From an optimization exercise on the open Yosys and OpenROAD flow, aimed at small area, a short achievable clock period and few clock cycles; shortcuts taken in it are not production practice.
RTL that was checked went through simulation tests only; none was proved equivalent to the original.
Power is estimated from default activity; no workload was simulated.

## old
Design UT_TOP, start of the top module:
module UT_TOP (
    clk, rst_n, in_valid, in_time,
    out_valid, out_display, out_day
);
clock: 9.0 ns
lec_check: 0
abc_area: 1
abc_clock_period_in_ps: 1500
cap_margin: 20
core_margin: 2
core_utilization: 60
setup_slack_margin: 5
slew_margin: 20
standard.sh (not shown) runs the stock make flow with config.mk's settings and CLKGATE_MAP_FILE= SYNTH_SCRIPT=/design/flow/synth_recipe.tcl, a recipe that flattens the netlist after the stock synthesis.
==> flow/flow/run.sh <==
#!/bin/bash
# Standard layout, except:
#  - synthesis maps adders and comparators through ABC (no full/half-adder
#    cell extraction), with a stronger area-oriented ABC script
#    (flow/abc_area.script, used in place of ORFS's abc_area.script);
#  - port buffers are plain buf_1 cells (resized later where timing needs it);
#  - clock tree synthesis adds no dummy loads;
#  - timing repair aims for 2.57 ns paths.
set -euo pipefail
rm -rf scripts_local
cp -r "$FLOW_HOME/scripts" scripts_local
cp flow/abc_area.script scripts_local/abc_area.script
bash standard.sh "SCRIPTS_DIR=$PWD/scripts_local" ADDER_MAP_FILE= SETUP_SLACK_MARGIN=6.43 \
  "BUFFER_PORTS_ARGS=-buffer_cell sky130_fd_sc_hd__buf_1" \
  "CTS_ARGS=-sink_clustering_enable -repair_clock_nets -dont_use_dummy_load" \
  finish > flow_make.log 2>&1
==> flow/flow/abc_area.script <==
strash
&get -n
&fraig -x
&put
scorr
dc2
dc2
strash
dch -f
map {D}
topo
stime -c
buffer -c
upsize -c
dnsize -c
Setup changes, old to new
-- flow/design.v --
<<< old, line 253
    end
end
always @(posedge clk) begin
    out_valid <= dslot;
    out_display <= dslot ? dig : 4'd0;
    out_day <= (cnt == 5'd8) ? wn : dslot ? W : 3'd0;
end
always @(posedge clk) begin
>>> new, line 253
    end
end
always @(posedge clk or negedge rst_n) begin
    if (!rst_n) begin
        out_valid <= 1'b0;
        out_display <= 4'd0;
        out_day <= 3'd0;
    end else begin
        out_valid <= dslot;
        out_display <= dslot ? dig : 4'd0;
        out_day <= (cnt == 5'd8) ? wn : dslot ? W : 3'd0;
    end
end
always @(posedge clk) begin
## What came out
STATUS time the final worst path needs with I/O delays and setup: new loses against old. Summary of new over old: maximum resistive drop on vdd saw an increase, area used by multi-input combinational logic saw an increase. Compared to old, new shows a narrower setup margin. Between old and new, the difference in worst clock skew is negligible. new ends up with higher worst hold slack than old does. Total power: new above old. The lower share of the clock period used by the worst path after layout came out of old. Of the two candidates, old has the worse count of vias placed by the detailed router and new the better one.
Testbench counts of new, summed over its fixed seeds: cycles 11,768.
For old, only the layout was checked, not whether the RTL still works.


the baseline:
Another version of the RTL of UT_TOP (not shown whole).
Size: about 1300 cells after synthesis, roughly 82 flip-flops, roughly 42 I/O pins, ~7900 sq um of cells after synthesis.
Settings: LEC_CHECK=0, ABC_AREA=1, CAP_MARGIN=20, CORE_MARGIN=2, CORE_UTILIZATION=60, SETUP_SLACK_MARGIN=5, SLEW_MARGIN=20; clock period 9.0 ns.
==> flow/flow/run.sh <==
#!/bin/bash
# Standard layout, except that synthesis maps adders and comparators through ABC
# (no full/half-adder cell extraction), and timing repair aims for 2.5 ns paths.
set -euo pipefail
bash standard.sh ADDER_MAP_FILE= SETUP_SLACK_MARGIN=6.5 finish > flow_make.log 2>&1
Testbench counts of the baseline, summed over its fixed seeds: cycles 11,768.
Edits applied to the flow inputs when going from the baseline to the candidate:
-- flow/design.v --
<<< the baseline, line 121
reg [4:0]  Y;      
reg [1:0]  YO;     
reg [1:0]  HH;
reg [3:0]  MO;
reg [4:0]  DY;
wire [11:0] x1 = {R1, S[15:14]};
wire        c1a = (x1 >= 12'd675), c1b = (x1 >= 12'd1350), c1c = (x1 >= 12'd2025);
>>> the candidate, line 121
reg [4:0]  Y;      
reg [1:0]  YO;     
wire [1:0] HH = S[1:0];
wire [3:0] MO = S[5:2];
wire [4:0] DY = S[10:6];
wire [11:0] x1 = {R1, S[15:14]};
wire        c1a = (x1 >= 12'd675), c1b = (x1 >= 12'd1350), c1c = (x1 >= 12'd2025);
<<< the baseline, line 268
        R2 <= 11'd0;
    end else begin
        S  <= {S[13:0], 2'b00};
        QD <= (cnt == 5'd9) ? 2'd2 : q1;
        if (cnt <= 5'd8) W <= wn;
>>> the candidate, line 268
        R2 <= 11'd0;
    end else begin
        if (cnt <= 5'd8) S <= {S[13:0], 2'b00};
        QD <= (cnt == 5'd9) ? 2'd2 : q1;
        if (cnt <= 5'd8) W <= wn;
<<< the baseline, line 281
        if (cnt == 5'd9) begin
            R1 <= r1h;
            HH <= hh;
        end
        if (cnt >= 5'd10 && cnt <= 5'd12) begin
>>> the candidate, line 281
        if (cnt == 5'd9) begin
            R1 <= r1h;
            S[1:0] <= hh;
        end
        if (cnt >= 5'd10 && cnt <= 5'd12) begin
<<< the baseline, line 293
            LO[6:3] <= {LO[5:3], R1[7]};
        end
        if (cnt == 5'd11) MO <= mcalc;
        if (cnt == 5'd12) DY <= dcalc;
    end
end
>>> the candidate, line 293
            LO[6:3] <= {LO[5:3], R1[7]};
        end
        if (cnt == 5'd11) S[5:2] <= mcalc;
        if (cnt == 5'd12) S[10:6] <= dcalc;
    end
end
==> comparison <==
The candidate vs the baseline — proportion of final cell area spent on non-clock buffers rose 1.7 points. The candidate: proportion of synthesized flip-flops having asynchronous set or reset 0.94 points above the baseline. For the candidate and the baseline, there was not a single run that failed to finish clean. Area after detailed placement, the candidate and the baseline: higher on the baseline. Summary of the candidate over the baseline: total number of multi-input combinational cells lost about 2.7%, non-clock buffer count shows an increase of 17%.
Testbench counts of the candidate, summed over its fixed seeds: cycles 11,768.

## separate check: timing with driven ports
No port has a modelled driver above. Below, the same layouts with a new extraction and two added sets of constraints. Step 1, drivers: a clkbuf_16 drives clk and a buf_2 each remaining input, both assumed. Step 2 moves the port delays by t, midway between the first and last clock arrival at a register: inputs arrive t later, outputs are due t later. That takes back most of the time a late clock gives input paths. Three values: no drivers, after step 1, after step 2; two values: the first two.
| run | t (ns) | slack for setup (ns) | hold slack, ns | pins driven straight from the clock port |
|---|---|---|---|---|
| old | 0.384 | 6.417 / 6.376 / 6.482 | 0.416 / 0.416 / 0.416 | 1 |
| new | 0.389 | 6.323 / 6.277 / 6.462 | 0.422 / 0.422 / 0.422 | 1 |
| the baseline | 0.386 | 6.425 / 6.382 / 6.238 | 0.420 / 0.420 / 0.420 | 1 |
| the candidate | 0.388 | 6.424 / 6.383 / 6.288 | 0.517 / 0.517 / 0.517 | 1 |
After both steps every run listed still meets setup and hold. For the baseline, which loses most, drivers alone change the setup slack by -0.043 ns; drivers and shift together by -0.187 ns.
